Context: an optimization exercise on an open-source flow, tuned for small area, a short achievable clock period and few clock cycles. The choices shown serve that exercise and are no tape-out recipe. No functional check of the RTL was part of any run shown here. Power figures rest on the tool's default switching activity, not on a simulated workload.

==> design.v <==
module cpu_pl(
    input clk,
    input rst,
    output [31:0] imem_addr,
    input [31:0] imem_rdata,
    output [31:0] dmem_addr,
    output [31:0] dmem_wdata,
    output [3:0] dmem_wstrb,
    input [31:0] dmem_rdata
);
reg [7:0] pc;
reg [7:0] ras;           
reg d_valid;
reg [31:0] d_inst;
reg [7:0] d_pc;
reg [7:0] d_alt;         
reg [31:1] d_sel1, d_sel2;   
reg d_x2i1, d_x3i1, d_x2i2, d_x3i2;   
reg d_byp1, d_byp2;      
reg e_we, e_ld, e_st, e_br, e_jalr;
reg [4:0] e_rd;
reg [9:0] e_agu;         
reg [2:0] e_mf3;         
reg [3:0] e_lane;        
reg e_word;              
reg e_h_lo, e_h_hi;      
reg [3:0] e_sgn;         
reg [31:0] e_a, e_b;
reg [11:0] e_i;          
reg [2:0] e_f3;          
reg e_sub, e_arith, e_passb;
reg e_pred;
reg [7:0] e_alt;
reg w_we;
reg [4:0] w_rd;
reg [31:0] w_res;
reg [31:0] w_sdata;
reg [3:0] w_strb;
reg [31:0] m_addr;
reg [31:0] rf [1:31];
reg [31:1] rf_v;
wire stall;              
wire redirect;
wire [7:0] redirect_pc;
wire [31:0] alu;
wire [7:0] f_next, f_alt;
wire f_push;
cpl_fetch fetch (
    .fi(imem_rdata), .pc(pc), .ras(ras),
    .next(f_next), .alt(f_alt), .push(f_push)
);
assign imem_addr = {18'b0, 2'b11, 2'b00, pc, 2'b00};
always @(posedge clk or posedge rst) begin
    if (rst) begin
        pc <= 8'd0;
        ras <= 8'd0;
        d_valid <= 1'b0;
    end else begin
        if (redirect) pc <= redirect_pc;
        else if (!stall) pc <= f_next;
        if (!stall && f_push) ras <= pc + 8'd1;
        if (redirect) d_valid <= 1'b0;
        else if (!stall) d_valid <= 1'b1;
    end
end
always @(posedge clk) begin
    if (!stall) begin
        d_inst <= imem_rdata;
        d_pc <= pc;
        d_alt <= f_alt;
    end
end
wire [4:0] n_rs1 = stall ? d_inst[19:15] : imem_rdata[19:15];
wire [4:0] n_rs2 = stall ? d_inst[24:20] : imem_rdata[24:20];
wire n_byp1 = e_we && e_rd == n_rs1;
wire n_byp2 = e_we && e_rd == n_rs2;
wire [31:1] n_v;
genvar gr;
generate
    for (gr = 1; gr < 32; gr = gr + 1) begin : rsel
        assign n_v[gr] = rf_v[gr] | (w_we && w_rd == gr);
        always @(posedge clk) begin
            d_sel1[gr] <= n_rs1 == gr && n_v[gr] && !n_byp1;
            d_sel2[gr] <= n_rs2 == gr && n_v[gr] && !n_byp2;
        end
    end
endgenerate
always @(posedge clk) begin
    d_byp1 <= n_byp1;
    d_byp2 <= n_byp2;
    d_x2i1 <= n_rs1 == 5'd2 && !n_v[2] && !n_byp1;
    d_x3i1 <= n_rs1 == 5'd3 && !n_v[3] && !n_byp1;
    d_x2i2 <= n_rs2 == 5'd2 && !n_v[2] && !n_byp2;
    d_x3i2 <= n_rs2 == 5'd3 && !n_v[3] && !n_byp2;
end
wire [4:0] op = d_inst[6:2];
wire [2:0] f3 = d_inst[14:12];
wire [4:0] rs1 = d_inst[19:15];
wire [4:0] rs2 = d_inst[24:20];
wire [4:0] rd = d_inst[11:7];
wire i_lui = op == 5'b01101;
wire i_auipc = op == 5'b00101;
wire i_jal = op == 5'b11011;
wire i_jalr = op == 5'b11001;
wire i_br = op == 5'b11000;
wire i_ld = op == 5'b00000;
wire i_st = op == 5'b01000;
wire i_opi = op == 5'b00100;
wire i_op = op == 5'b01100;
wire uses1 = ~(i_lui | i_auipc | i_jal);
wire uses2 = i_op | i_br | i_st;
wire writes = (i_lui | i_auipc | i_jal | i_jalr | i_ld | i_opi | i_op) && rd != 5'd0;
wire [31*32-1:0] rf_flat;
generate
    for (gr = 1; gr < 32; gr = gr + 1) begin : rflat
        assign rf_flat[(gr-1)*32 +: 32] = rf[gr];
    end
endgenerate
wire [31:0] rv1, rv2;
cpl_rfread read1 (
    .rf(rf_flat), .sel(d_sel1), .byp(d_byp1), .x2i(d_x2i1), .x3i(d_x3i1),
    .wres(w_res), .rv(rv1)
);
cpl_rfread read2 (
    .rf(rf_flat), .sel(d_sel2), .byp(d_byp2), .x2i(d_x2i2), .x3i(d_x3i2),
    .wres(w_res), .rv(rv2)
);
always @(posedge clk or posedge rst) begin
    if (rst) rf_v <= 31'b0;
    else if (w_we) rf_v[w_rd] <= 1'b1;
end
always @(posedge clk) begin
    if (w_we) rf[w_rd] <= w_res;
end
wire [9:0] d_agu;
cpl_add10 agu (.a(rv1[9:0]), .b(d_inst[29:20]), .s(d_agu));
assign stall = d_valid && (((i_ld | i_jalr) && e_we && e_rd == rs1) || (i_ld && e_st));
wire fwd1 = uses1 && e_we && e_rd == rs1;
wire fwd2 = uses2 && e_we && e_rd == rs2;
wire [8:0] d_inc = {1'b0, d_pc} + 9'd1;
wire [31:0] link = {18'b0, 2'b11, 1'b0, d_inc, 2'b00};
wire [31:0] pcfull = {18'b0, 2'b11, 2'b00, d_pc, 2'b00};
wire [31:0] imm_i = {{20{d_inst[31]}}, d_inst[31:20]};
wire [31:0] imm_u = {d_inst[31:12], 12'b0};
wire [31:0] a_id = i_auipc ? pcfull : rv1;
wire [31:0] b_id = (i_lui | i_auipc) ? imm_u : (i_jal | i_jalr) ? link : i_opi ? imm_i : rv2;
always @(posedge clk or posedge rst) begin
    if (rst) begin
        e_we <= 1'b0; e_ld <= 1'b0; e_st <= 1'b0; e_br <= 1'b0; e_jalr <= 1'b0;
    end else if (redirect || stall || !d_valid) begin
        e_we <= 1'b0; e_ld <= 1'b0; e_st <= 1'b0; e_br <= 1'b0; e_jalr <= 1'b0;
    end else begin
        e_we <= writes;
        e_ld <= i_ld;
        e_st <= i_st;
        e_br <= i_br;
        e_jalr <= i_jalr;
    end
end
wire [3:0] lane = 4'b0001 << d_agu[1:0];
wire l_half = ~f3[1] & f3[0];
wire l_byte = ~f3[1] & ~f3[0];
wire l_signed = ~f3[2];
wire [31:0] e_a_d, e_b_d, ex_res;
cpl_operand opnd (
    .rdata(dmem_rdata), .lane(e_lane), .word(e_word), .h_lo(e_h_lo), .h_hi(e_h_hi),
    .sgn(e_sgn), .alu(alu),
    .fa_ld(fwd1 & e_ld), .fa_alu(fwd1 & ~e_ld), .a_id(a_id),
    .fb_ld(fwd2 & e_ld), .fb_alu(fwd2 & ~e_ld), .b_id(b_id),
    .ld_on(e_ld), .a_d(e_a_d), .b_d(e_b_d), .res(ex_res)
);
always @(posedge clk) begin
    e_rd <= rd;
    e_agu <= d_agu;
    e_mf3 <= f3;
    e_lane <= lane;
    e_word <= f3[1];
    e_h_lo <= f3[1] | (l_half & lane[0]);
    e_h_hi <= l_half & lane[2];
    e_sgn <= {4{l_signed}} & ((l_byte ? lane : 4'b0) | (l_half ? {lane[2], 1'b0, lane[0], 1'b0} : 4'b0));
    e_a <= e_a_d;
    e_b <= e_b_d;
    e_i <= {d_inst[31:25], d_inst[11:7]};
    e_f3 <= (i_opi | i_op | i_br) ? f3 : 3'b000;
    e_sub <= i_op && f3 == 3'b000 && d_inst[30];
    e_arith <= d_inst[30];
    e_passb <= i_lui | i_jal | i_jalr;
    e_pred <= d_inst[31];
    e_alt <= d_alt;
end
cpl_alu alu_u (
    .a(e_a), .b(e_b), .f3(e_f3), .sub(e_sub), .arith(e_arith), .passb(e_passb),
    .y(alu)
);
wire br_mis;
cpl_branch branch (
    .a(e_a), .b(e_b), .f3(e_f3), .pred(e_pred), .br(e_br), .mis(br_mis)
);
wire jalr_mis = e_jalr && (e_agu[9:2] != e_alt);
assign redirect = br_mis | jalr_mis;
assign redirect_pc = e_jalr ? e_agu[9:2] : e_alt;
wire [31:0] st_addr = e_a + {{20{e_i[11]}}, e_i};
wire [31:0] sdata = e_mf3[1] ? e_b : e_mf3[0] ? {2{e_b[15:0]}} : {4{e_b[7:0]}};
wire [3:0] strb = e_mf3[1] ? 4'b1111 : e_mf3[0] ? (st_addr[1] ? 4'b1100 : 4'b0011) : (4'b0001 << st_addr[1:0]);
always @(posedge clk or posedge rst) begin
    if (rst) begin
        w_we <= 1'b0;
        w_strb <= 4'b0;
    end else begin
        w_we <= e_we;
        w_strb <= e_st ? strb : 4'b0;
    end
end
always @(posedge clk) begin
    w_rd <= e_rd;
    w_res <= ex_res;
    w_sdata <= sdata;
    m_addr[31:10] <= st_addr[31:10];
    m_addr[1:0] <= st_addr[1:0];
    m_addr[9:2] <= e_st ? st_addr[9:2] : d_agu[9:2];
end
assign dmem_addr = m_addr;
assign dmem_wdata = w_sdata;
assign dmem_wstrb = w_strb;
endmodule
module cpl_fetch(
    input [31:0] fi,
    input [7:0] pc,
    input [7:0] ras,
    output [7:0] next,
    output [7:0] alt,
    output push
);
wire jal = fi[6:2] == 5'b11011;
wire br = fi[6:2] == 5'b11000;
wire jalr = fi[6:2] == 5'b11001;
wire [7:0] tgt_j = pc + fi[29:22];
wire [7:0] tgt_b = pc + {fi[29:25], fi[11:9]};
wire [7:0] inc = pc + 8'd1;
assign next = jal ? tgt_j : (br & fi[31]) ? tgt_b : jalr ? ras : inc;
assign alt = br ? (fi[31] ? inc : tgt_b) : ras;
assign push = (jal | jalr) && fi[11:7] == 5'd1;
endmodule
module cpl_rfread(
    input [31*32-1:0] rf,
    input [31:1] sel,
    input byp,
    input x2i,
    input x3i,
    input [31:0] wres,
    output [31:0] rv
);
reg [31:0] r;
integer i;
always @(*) begin
    r = ({32{byp}} & wres) | (x2i ? 32'h00002ffc : 32'h0) | (x3i ? 32'h00001800 : 32'h0);
    for (i = 1; i < 32; i = i + 1)
        r = r | (rf[(i-1)*32 +: 32] & {32{sel[i]}});
end
assign rv = r;
endmodule
module cpl_add10(
    input [9:0] a,
    input [9:0] b,
    output [9:0] s
);
assign s = a + b;
endmodule
module cpl_operand(
    input [31:0] rdata,
    input [3:0] lane,
    input word,
    input h_lo,
    input h_hi,
    input [3:0] sgn,
    input [31:0] alu,
    input fa_ld,
    input fa_alu,
    input [31:0] a_id,
    input fb_ld,
    input fb_alu,
    input [31:0] b_id,
    input ld_on,
    output [31:0] a_d,
    output [31:0] b_d,
    output [31:0] res
);
wire [7:0] b0 = ({8{lane[0]}} & rdata[7:0]) | ({8{lane[1]}} & rdata[15:8])
              | ({8{lane[2]}} & rdata[23:16]) | ({8{lane[3]}} & rdata[31:24]);
wire s = |(sgn & {rdata[31], rdata[23], rdata[15], rdata[7]});
wire [7:0] b1 = ({8{h_lo}} & rdata[15:8]) | ({8{h_hi}} & rdata[31:24]) | ({8{~h_lo & ~h_hi}} & {8{s}});
wire [15:0] hi = word ? rdata[31:16] : {16{s}};
wire [31:0] ld = {hi, b1, b0};
assign a_d = ({32{fa_ld}} & ld) | ({32{fa_alu}} & alu) | ({32{~fa_ld & ~fa_alu}} & a_id);
assign b_d = ({32{fb_ld}} & ld) | ({32{fb_alu}} & alu) | ({32{~fb_ld & ~fb_alu}} & b_id);
assign res = ld_on ? ld : alu;
endmodule
module cpl_alu(
    input [31:0] a,
    input [31:0] b,
    input [2:0] f3,
    input sub,
    input arith,
    input passb,
    output reg [31:0] y
);
wire [31:0] sum = a + (sub ? ~b : b) + {31'b0, sub};
wire ltu = a < b;
wire lt = (a[31] ^ b[31]) ? a[31] : ltu;
wire left = ~f3[2];
wire [31:0] sh_in;
wire [31:0] sh_out;
genvar gi;
generate
    for (gi = 0; gi < 32; gi = gi + 1) begin : rev
        assign sh_in[gi] = left ? a[31 - gi] : a[gi];
    end
endgenerate
wire [63:0] sh_wide = {{32{arith & a[31] & ~left}}, sh_in} >> b[4:0];
wire [31:0] sh_r = sh_wide[31:0];
generate
    for (gi = 0; gi < 32; gi = gi + 1) begin : rev2
        assign sh_out[gi] = left ? sh_r[31 - gi] : sh_r[gi];
    end
endgenerate
always @(*) begin
    if (passb) y = b;
    else case (f3)
        3'b000: y = sum;
        3'b001: y = sh_out;
        3'b010: y = {31'b0, lt};
        3'b011: y = {31'b0, ltu};
        3'b100: y = a ^ b;
        3'b101: y = sh_out;
        3'b110: y = a | b;
        default: y = a & b;
    endcase
end
endmodule
module cpl_branch(
    input [31:0] a,
    input [31:0] b,
    input [2:0] f3,
    input pred,
    input br,
    output mis
);
wire eq = a == b;
wire ltu = a < b;
wire lt = (a[31] ^ b[31]) ? a[31] : ltu;
wire cond = (f3[2] ? (f3[1] ? ltu : lt) : eq) ^ f3[0];
assign mis = br && (cond != pred);
endmodule
==> flow/run.sh <==
#!/bin/bash
# Layout flow: the standard flow (standard.sh), with the port buffers made
# of a fast buffer cell and timing repair aimed below the clock period.
set -euo pipefail
bash standard.sh synth > flow_synth.log 2>&1
bash standard.sh \
    "BUFFER_PORTS_ARGS=-buffer_cell sky130_fd_sc_hd__buf_4" \
    "SETUP_SLACK_MARGIN=${MARGIN:-7}" \
    finish > flow_layout.log 2>&1
==> standard.sh <==
#!/bin/bash
# synth_recipe.tcl (not shown) runs the flow's synth.tcl, then flattens the netlist and writes it again
# the make line also repeats each setting of config.mk as NAME=value (left out here)
make -C /OpenROAD-flow-scripts/flow DESIGN_CONFIG=/design/flow/config.mk WORK_HOME=/design/flow/orfs CLKGATE_MAP_FILE= SYNTH_SCRIPT=/design/flow/synth_recipe.tcl "${@:-finish}"
==> config.mk <==
export PLATFORM = sky130hd
export DESIGN_NAME = cpu_pl
export DESIGN_NICKNAME = cpu_pl
export VERILOG_FILES = /design/flow/design.v
export SDC_FILE = /design/flow/constraint.sdc
export NUM_CORES = 8
export LEC_CHECK = 0
export CAP_MARGIN = 20
export CORE_MARGIN = 2
export CORE_UTILIZATION = 40
export GPL_TIMING_DRIVEN = 1
export PLACE_DENSITY = 0.5
export SLEW_MARGIN = 20
export SYNTH_HIERARCHICAL = 1
export SYNTH_MINIMUM_KEEP_SIZE = 0
==> constraint.sdc <==
create_clock -name core_clock -period 10.5 [get_ports {clk}]
set_input_delay 2.1000 -clock core_clock [delete_from_list [all_inputs] [get_ports {clk}]]
set_output_delay 2.1000 -clock core_clock [all_outputs]
set_load 0.01 [all_outputs]
==> flow_metrics.py, run 1 <==
metrics = {
    "run_status": {
        "outcome": "complete, no violations",
    },
    "sta": {
        "fin_setup_tns_ns": 0,
        "setup_viol": 0,
        "setup_slack_ns": 6.75,
        "post-route-min-period_ns": 3.75,
        "finalHoldViolations": 0,
        "timing.hold.ws_ns": 0.340,
        "rsz0062_at_grt": "true",
        "fmax_mhz": 267,
        "relSlewSlack_pct": 20.7,
        "tightest_slew_ns": 1.19,
        "fin_worst_skew_ns": 0.0337,
        "drv_slew": 0,
        "period_share_pct": 35.7,
    },
    "setup_path": {
        "crit_slowest_cell": "a221o_2",
        "arrival_ns": 4.40,
        "start_kind": "register",
        "end_kind": "register",
        "crit_fanout": 6,
        "crit_path_cell_trace": "buf_12 -> buf_6 -> buf_4 -> xor2_1 -> ha_2 -> a21oi_2 -> o21ai_1 -> a22oi_2 -> o21bai_2 -> a221oi_1 -> o31ai_1 -> xnor2_1 -> o21ai_2 -> a221o_2",
        "required_ns": 11.15,
        "criticalPathCategory": "register to register",
        "critPathMaxStageDelay_ns": 0.50,
    },
    "cts": {
        "cts_root_buffer": "clkbuf_16",
        "clkTransAtPathRegs_ns": 0.06,
        "cts_hold_buf": 0,
        "h-tree-depth": 4,
        "tritoncts": "yes",
        "cts_buffer_depth": 3,
        "cts_num_sinks": 1374,
        "cts_buffers": 153,
        "clk_latency_ns": 0.82,
    },
    "drt": {
        "wl_per_cell_um": 40.5,
        "drcViolationCount": 0,
        "dr.pass1.iters": 7,
        "ant_nets": 0,
        "drt_iter0_drc": 10000,
        "vias": 59100,
        "viasPerCell": 7.10,
        "wl_um": 337000,
    },
    "logic_synthesis": {
        "synthXorXnorAreaFrac_pct": 1.70,
        "ys_seq_area_share_pct": 55.7,
        "yosys-top-cells-area": "edfxtp_1 45%, a22oi_1 10%, dfxtp_1 8.1%, ha_1 4.1%, nand4_1 2.2%",
        "synth_area_per_cell_um2": 11.9,
        "yosys.area.top_type": "edfxtp_1",
        "yosysUniqueCellTypes": 113,
        "ys_seq_elements": 1374,
        "synth_fa_ha_area_share_pct": 4.21,
        "synthMuxAreaShare_pct": 3.98,
        "synth.most_common_cell": "edfxtp_1",
        "synth_simple_gate_area_share_pct": 10.3,
        "yosysWarnings": 9,
        "synth_top_cell_area_share_pct": 45.4,
        "synth_enable_flop_cells": 1038,
        "yosys_most_used_dff": "edfxtp_1",
        "synth_compound_area_share_pct": 20.3,
        "synth_area_um2": 68600,
        "synthCells": 5756,
        "synth_commonest_cells": "1038 x edfxtp_1, 957 x a22oi_1, 296 x nand2_1",
        "async_flop_share_pct": 4.22,
        "synth_top_family_by_area": "compound AO/OA/AOI/OAI gates",
    },
    "placement": {
        "pre_cts_slack_ns": 5.40,
        "dp_hpwl_um": 196000,
        "globalplace.congestion": 0.963,
        "placement.io_buffers": 139,
    },
    "die": {
        "die_y_um": 418,
        "initial_utilization_pct": 40.4,
        "rows": 151,
        "die_w_um": 418,
        "core_area_um2": 170000,
        "pin_count": 166,
        "die_area_um2": 175000,
    },
    "global_route": {
        "grt.total_usage_pct": 37.2,
        "grt_max_degree": 81,
        "grt_pass1_vias": 54900,
        "grt_overflow": 0,
        "grt_pass1_wl_um": 452000,
        "antenna_found_initial": 23,
    },
    "layout": {
        "drive_gt1_share_pct": 20.2,
        "fillers": 15300,
        "fin_util_pct": 47.6,
        "nets": 6265,
        "syn_to_final_growth_pct": 17.8,
    },
    "worst_hold_path": {
        "hp-class": "register to register",
    },
    "pwr": {
        "p_leak_nw": 28.6,
        "power.total_mw": 15.6,
        "ir_drop_v": 0.000175,
        "power_density_nw_per_um2": 194,
    },
    "flow_run": {
        "drv_cap": 0,
    },
}
==> metal layers <==
layer / vias to the layer above / part of all wire [%] / global-route usage [%]
li1: 23500 / - / -
met1: 29800 / 38 / 49.1
met2: 4557 / 43 / 55.9
met3: 1184 / 12 / 8.92
met4: 12 / 6.9 / 21.5
met5: - / 0.020 / 0
==> worst max-delay path, delay by kind of cell (launching register included) <==
kind | cells | cell delay, ns
adder cells (fa/ha/maj) | 1 | 0.34
buffers and inverters | 3 | 0.40
flip-flops | 1 | 0.37
AO/OA/AOI/OAI | 8 | 2.01
XOR/XNOR | 2 | 0.47
==> timing repair <==
action / CTS / global route
setup endpoints to repair: 195 / 209
cloned: 9 / 3
resized for setup: 259 / 242
pin swaps: 34 / 82
setup buffers: 52 / 61
==> path summary, 6_finish.rpt <==
check	from	cells past startpoint	slack [ns]	end
worst max register to register	e_sub	14	6.75	w_res[25]
max in group asynchronous	rst	3	8.28	pc[4]
min in group asynchronous	rst	3	1.54	ras[6]
worst min register to register	d_alt[0]	0	0.34	e_alt[0]
worst max-delay path	e_sub	14	6.75	w_res[25]
worst min-delay path	d_alt[0]	0	0.34	e_alt[0]
==> modules after synthesis (local to each module, per instance) <==
module	area, um^2	cells	flops+latches	times used
cpu_pl	44500	2372	1374	1
cpl_alu	8890	1166	0	1
cpl_rfread	5410	771	0	2
cpl_operand	1940	320	0	1
cpl_fetch	1180	180	0	1
cpl_branch	896	125	0	1
cpl_add10	385	51	0	1
==> through the flow <==
stage / cell area, um^2 / cells
floorplan: 68900 / 5778
global placement: 72400 / 7909
detailed placement: 72400 / 7909
CTS: 79100 / 8252
global route: 80800 / 8318
finish: 80800 / 8329
==> state kept, by name (all words and copies together) (netlist names), 5 cells and up <==
signal   flops
rf         992
e_a         32
e_b         32
m_addr      32
w_res       32
w_sdata     32
d_sel1      31
d_sel2      31
rf_v        31
d_inst      30
e_i         12
d_alt        8
d_pc         8
e_agu        8
e_alt        8
pc           8
ras          8
w_rd         5
==> final cells by class <==
type / instances / area [um^2] / area share [%]
antenna: 13 / 32.5 / 0.0403
clock buffer: 232 / 4460 / 5.52
clock inverter: 50 / 502 / 0.621
inverter: 170 / 676 / 0.836
multi-input combinational: 3836 / 29700 / 36.8
sequential: 1374 / 38400 / 47.6
tap: 2218 / 2780 / 3.44
timing repair buffer: 436 / 4190 / 5.18
==> cell families after synthesis <==
group | Yosys count
flip-flops | 1374
multiplexers | 185
other | 2
XOR/XNOR | 132
adder cells (fa/ha/maj) | 228
buffers and inverters | 570
AO/OA/AOI/OAI | 1914
AND/OR/NAND/NOR | 1351
==> report_power, final <==
group	switching (mW)	internal (mW)
sequential	0.426	6.46
combinational	2.11	1.26
clock	2.33	3.05
==> cells in the final DEF (no fill, tap or decap), types with 49 or more instances in the layout <==
| master | instances |
|---|---|
| edfxtp_1 | 1038 |
| a22oi_1 | 950 |
| buf_4 | 334 |
| nand2_1 | 287 |
| nand4_1 | 244 |
| ha_1 | 209 |
| a21oi_1 | 208 |
| nor2_1 | 193 |
| dfxtp_1 | 166 |
| clkbuf_16 | 159 |
| inv_1 | 158 |
| nand3_1 | 142 |
| o21ai_0 | 127 |
| nor3_1 | 83 |
| a22o_1 | 78 |
| dfxtp_2 | 75 |
| xnor2_1 | 68 |
| mux4_2 | 63 |
| mux2_2 | 62 |
| nor2b_1 | 56 |
| xor2_1 | 55 |
| dfrtp_1 | 54 |
| a221oi_1 | 51 |
| clkbuf_1 | 50 |
| mux2i_1 | 49 |
==> run 2, diff against run 1 <==
--- a/design.v
+++ b/design.v
@@ -30,3 +30,4 @@
 reg [2:0] e_f3;          
-reg e_sub, e_arith, e_passb;
+reg e_arith;
+reg [9:0] e_op;          
 reg e_pred;
@@ -184,5 +185,6 @@
     e_f3 <= (i_opi | i_op | i_br) ? f3 : 3'b000;
-    e_sub <= i_op && f3 == 3'b000 && d_inst[30];
     e_arith <= d_inst[30];
-    e_passb <= i_lui | i_jal | i_jalr;
+    e_op <= (i_lui | i_jal | i_jalr) ? 10'b0100000000 :
+            (i_op && f3 == 3'b000 && d_inst[30]) ? 10'b1000000000 :
+            (i_opi | i_op) ? (10'b0000000001 << f3) : 10'b0000000001;
     e_pred <= d_inst[31];
@@ -190,10 +192,11 @@
 end
+wire c_eq, c_lt, c_ltu;
+wire [31:0] diff;
+cpl_cmp cmp (.a(e_a), .b(e_b), .diff(diff), .eq(c_eq), .lt(c_lt), .ltu(c_ltu));
 cpl_alu alu_u (
-    .a(e_a), .b(e_b), .f3(e_f3), .sub(e_sub), .arith(e_arith), .passb(e_passb),
+    .a(e_a), .b(e_b), .op(e_op), .diff(diff), .arith(e_arith), .lt(c_lt), .ltu(c_ltu),
     .y(alu)
 );
-wire br_mis;
-cpl_branch branch (
-    .a(e_a), .b(e_b), .f3(e_f3), .pred(e_pred), .br(e_br), .mis(br_mis)
-);
+wire cond = (e_f3[2] ? (e_f3[1] ? c_ltu : c_lt) : c_eq) ^ e_f3[0];
+wire br_mis = e_br && (cond != e_pred);
 wire jalr_mis = e_jalr && (e_agu[9:2] != e_alt);
@@ -297,57 +300,41 @@
 endmodule
-module cpl_alu(
+module cpl_cmp(
     input [31:0] a,
     input [31:0] b,
-    input [2:0] f3,
-    input sub,
-    input arith,
-    input passb,
-    output reg [31:0] y
-);
-wire [31:0] sum = a + (sub ? ~b : b) + {31'b0, sub};
-wire ltu = a < b;
-wire lt = (a[31] ^ b[31]) ? a[31] : ltu;
-wire left = ~f3[2];
-wire [31:0] sh_in;
-wire [31:0] sh_out;
-genvar gi;
-generate
-    for (gi = 0; gi < 32; gi = gi + 1) begin : rev
-        assign sh_in[gi] = left ? a[31 - gi] : a[gi];
-    end
-endgenerate
-wire [63:0] sh_wide = {{32{arith & a[31] & ~left}}, sh_in} >> b[4:0];
-wire [31:0] sh_r = sh_wide[31:0];
-generate
-    for (gi = 0; gi < 32; gi = gi + 1) begin : rev2
-        assign sh_out[gi] = left ? sh_r[31 - gi] : sh_r[gi];
-    end
-endgenerate
-always @(*) begin
-    if (passb) y = b;
-    else case (f3)
-        3'b000: y = sum;
-        3'b001: y = sh_out;
-        3'b010: y = {31'b0, lt};
-        3'b011: y = {31'b0, ltu};
-        3'b100: y = a ^ b;
-        3'b101: y = sh_out;
-        3'b110: y = a | b;
-        default: y = a & b;
-    endcase
-end
+    output [31:0] diff,
+    output eq,
+    output lt,
+    output ltu
+);
+wire [32:0] d = {1'b0, a} - {1'b0, b};
+assign diff = d[31:0];
+assign eq = a == b;
+assign ltu = d[32];
+assign lt = (a[31] ^ b[31]) ? a[31] : ltu;
 endmodule
-module cpl_branch(
+module cpl_alu(
     input [31:0] a,
     input [31:0] b,
-    input [2:0] f3,
-    input pred,
-    input br,
-    output mis
-);
-wire eq = a == b;
-wire ltu = a < b;
-wire lt = (a[31] ^ b[31]) ? a[31] : ltu;
-wire cond = (f3[2] ? (f3[1] ? ltu : lt) : eq) ^ f3[0];
-assign mis = br && (cond != pred);
+    input [9:0] op,
+    input [31:0] diff,
+    input arith,
+    input lt,
+    input ltu,
+    output [31:0] y
+);
+wire [31:0] sum = a + b;
+wire [31:0] l0 = b[0] ? {a[30:0], 1'b0} : a;
+wire [31:0] l1 = b[1] ? {l0[29:0], 2'b0} : l0;
+wire [31:0] l2 = b[2] ? {l1[27:0], 4'b0} : l1;
+wire [31:0] l3 = b[3] ? {l2[23:0], 8'b0} : l2;
+wire [31:0] shl = b[4] ? {l3[15:0], 16'b0} : l3;
+wire f = arith & a[31];
+wire [31:0] r0 = b[0] ? {f, a[31:1]} : a;
+wire [31:0] r1 = b[1] ? {{2{f}}, r0[31:2]} : r0;
+wire [31:0] r2 = b[2] ? {{4{f}}, r1[31:4]} : r1;
+wire [31:0] r3 = b[3] ? {{8{f}}, r2[31:8]} : r2;
+wire [31:0] shr = b[4] ? {{16{f}}, r3[31:16]} : r3;
+assign y = ({32{op[0]}} & sum) | ({32{op[1]}} & shl) | {31'b0, op[2] & lt} | {31'b0, op[3] & ltu}
+         | ({32{op[4]}} & (a ^ b)) | ({32{op[5]}} & shr) | ({32{op[6]}} & (a | b))
+         | ({32{op[7]}} & (a & b)) | ({32{op[8]}} & b) | ({32{op[9]}} & diff);
 endmodule
==> flow_metrics.py, run 2 <==
metrics = {
    "run_status": {
        "outcome": "complete, no violations",
    },
    "cts": {
        "tritoncts": "yes",
        "clk_latency_ns": 0.84,
        "cts_root_buffer": "clkbuf_16",
        "cts_buffers": 153,
        "clkTransAtPathRegs_ns": 0.06,
        "cts_num_sinks": 1382,
        "h-tree-depth": 4,
        "cts_hold_buf": 0,
        "cts_buffer_depth": 3,
    },
    "sta": {
        "rsz0062_at_grt": "true",
        "finalHoldViolations": 0,
        "post-route-min-period_ns": 3.90,
        "fin_setup_tns_ns": 0,
        "setup_viol": 0,
        "relSlewSlack_pct": 20.7,
        "tightest_slew_ns": 1.19,
        "fin_worst_skew_ns": 0.0364,
        "fmax_mhz": 256,
        "drv_slew": 0,
        "period_share_pct": 37.1,
    },
    "layout": {
        "fillers": 15400,
        "final_common_cell": "edfxtp_1",
        "multi_input_area_um2": 29800,
        "drive_gt1_share_pct": 20.9,
        "final_area_um2": 81800,
        "top_register": "rf",
        "syn_to_final_growth_pct": 19.1,
        "most-common-layout-cells": "1038 x edfxtp_1, 959 x a22oi_1, 372 x buf_4",
        "fin_cells": 8552,
        "nets": 6407,
        "largest_register_ffs": 992,
        "seq_area_um2": 38700,
    },
    "worst_hold_path": {
        "min_delay_path_depth": 0,
        "hp-class": "register to register",
    },
    "global_route": {
        "grt_pass1_wl_um": 481000,
        "grt_max_degree": 73,
        "grt_pass1_vias": 56300,
        "grt.total_usage_pct": 40.1,
        "antenna_found_initial": 29,
        "grt_overflow": 0,
    },
    "logic_synthesis": {
        "yosysWarnings": 8,
        "synth_commonest_cells": "1038 x edfxtp_1, 966 x a22oi_1, 344 x nand2_1",
        "yosysUniqueCellTypes": 124,
        "synth.most_common_cell": "edfxtp_1",
        "synthCells": 5919,
        "ys_seq_area_share_pct": 55.8,
        "yosys_most_used_dff": "edfxtp_1",
        "synth_top_cell_area_share_pct": 45.4,
        "yosys-top-cells-area": "edfxtp_1 45%, a22oi_1 11%, dfxtp_1 8.3%, ha_1 3.0%, nand4_1 2.3%",
        "yosys.area.top_type": "edfxtp_1",
        "synth_area_um2": 68700,
        "async_flop_share_pct": 4.20,
        "ys_seq_elements": 1382,
        "synth_enable_flop_cells": 1038,
        "synth_area_per_cell_um2": 11.6,
    },
    "pwr": {
        "ir_drop_v": 0.000158,
        "power_density_nw_per_um2": 190,
        "p_leak_nw": 28.9,
    },
    "die": {
        "pin_count": 166,
        "die_w_um": 418,
        "rows": 152,
        "core_area_um2": 171000,
        "initial_utilization_pct": 40.1,
        "die_area_um2": 175000,
        "die_y_um": 418,
    },
    "flow_run": {
        "drv_cap": 0,
    },
    "setup_path": {
        "end_kind": "register",
        "r2r_setup_slack_ns": 6.60,
        "required_ns": 11.18,
        "start_kind": "register",
        "crit_fanout": 4,
        "arrival_ns": 4.58,
        "criticalPathCategory": "register to register",
        "crit_slowest_cell": "a221o_2",
        "critPathMaxStageDelay_ns": 0.53,
        "crit_path_cell_trace": "buf_12 -> inv_6 -> ha_4 -> nand3b_1 -> a211oi_4 -> or2_4 -> o221ai_4 -> o31ai_4 -> a221oi_2 -> xnor2_1 -> a222oi_1 -> o2111ai_1 -> a221o_1 -> o21bai_4 -> a221o_2",
        "worstRegToRegCells": 15,
    },
    "drt": {
        "drt_iter0_drc": 10100,
        "vias": 60600,
        "ant_nets": 0,
        "wl_per_cell_um": 42.4,
        "wl_um": 363000,
        "dr.pass1.iters": 10,
        "viasPerCell": 7.08,
        "drcViolationCount": 0,
    },
    "placement": {
        "dp_hpwl_um": 205000,
        "post_dp_cell_area_um2": 72300,
        "globalplace.congestion": 0.981,
        "placement.io_buffers": 139,
        "place_inst": 8059,
    },
}
run 2: cells by family (layout without fill, tap and decap cells):
family / after synthesis / count (layout) / synth area share [%]
adder cells (fa/ha/maj): 170 / 170 / 3.16
AND/OR/NAND/NOR: 1445 / 1445 / 10.8
other: 2 / 47 / 0.0109
flip-flops: 1382 / 1382 / 55.8
multiplexers: 166 / 166 / 3.00
buffers and inverters: 599 / 953 / 3.96
XOR/XNOR: 131 / 131 / 1.68
AO/OA/AOI/OAI: 2024 / 2025 / 21.6
run 2: repair_timing:
action,in CTS,in global routing
gates resized for setup,429,192
buffers inserted,119,57
cloned,7,5
endpoints found under the setup margin,289,132
pin swaps,91,107
run 2: final timing paths:
kind | start | endpoint
worst max-delay path | e_b[1] | w_res[29]
worst min-delay path | d_alt[4] | e_alt[4]
worst max register to register | e_b[1] | w_res[29]
worst min register to register | d_alt[4] | e_alt[4]
max in group asynchronous | rst | pc[4]
min in group asynchronous | rst | rf_v[24]
run 2: Yosys stat by module, one instance, submodules excluded:
module | cell area, um^2 | flip-flops and latches
cpu_pl | 45200 | 1382
cpl_cmp | 1980 | 0
cpl_fetch | 1180 | 0
cpl_add10 | 385 | 0
cpl_alu | 7210 | 0
cpl_operand | 1940 | 0
cpl_rfread | 5410 | 0
run 2: layout make-up:
| type | instances | share of cell area, % |
|---|---|---|
| antenna | 23 | 0.0703 |
| clock buffer | 203 | 5.14 |
| clock inverter | 77 | 0.960 |
| inverter | 182 | 0.889 |
| multi-input combinational | 3961 | 36.5 |
| sequential | 1382 | 47.2 |
| tap | 2233 | 3.41 |
| timing repair buffer | 491 | 5.82 |
run 2: through the flow:
step	util [%]	hold WS (ns)	setup slack (ns)	total power, mW
after floorplan	-	0.323	6.74	8.25
after global placement	42.3	0.326	5.37	9.44
after detailed placement	42.3	0.327	5.37	9.44
after CTS	46.9	0.341	6.64	15.2
after global routing	47.8	0.349	6.51	15.9
final	47.8	0.339	6.60	15.5
run 2: layer usage:
metal | vias up | wire length, um | track usage [%]
met4 | 28 | 30800 | 28.0
met5 | - | 299 | 0.111
met2 | 4728 | 159000 | 61.6
li1 | 24200 | - | -
met1 | 30300 | 130000 | 49.3
met3 | 1319 | 42000 | 10.3
run 2: critical path, delay by kind of cell (launching register included):
kind	cells	cell delay [ns]
compound gates	9	2.42
flops	1	0.42
simple gates	2	0.34
fa+ha+maj	1	0.25
buf+inv	2	0.17
xor+xnor	1	0.15
run 2: power by group:
part	leakage (nW)	switching [mW]	internal [mW]
Combinational	13.7	2.09	1.29
Sequential	12.8	0.389	6.32
Clock	2.45	2.35	3.10
Total	28.9	4.83	10.7

what the ideal ports hide:
The flow's constraints put no driver on any port. The routed layouts listed below were extracted and timed again, unchanged, in two steps.
Step 1: set_driving_cell puts a clkbuf_16 on clk and a buf_2 on each other input, an assumption about the parent block.
Step 2, shift: input delay + t, output delay - t, t = (earliest + latest rising clock arrival at the registers) / 2. This alone moves slack from input paths to output paths.
Three values: ideal ports, drivers, drivers and shift; two values: the first two.
run	t (ns)	setup slack, ns	hold slack, ns	worst setup path after step 2	worst data-port slew with drivers (ns)
run 1	0.883	6.751 / 6.751 / 6.094	0.340 / 0.340 / 0.340	input to register	0.18
run 2	0.912	6.600 / 6.600 / 6.140	0.339 / 0.339 / 0.339	input to register	0.16
After both steps every run listed still meets setup and hold. For run 1, which loses most, drivers alone change the setup slack by 0.000 ns; drivers and shift together by -0.657 ns.
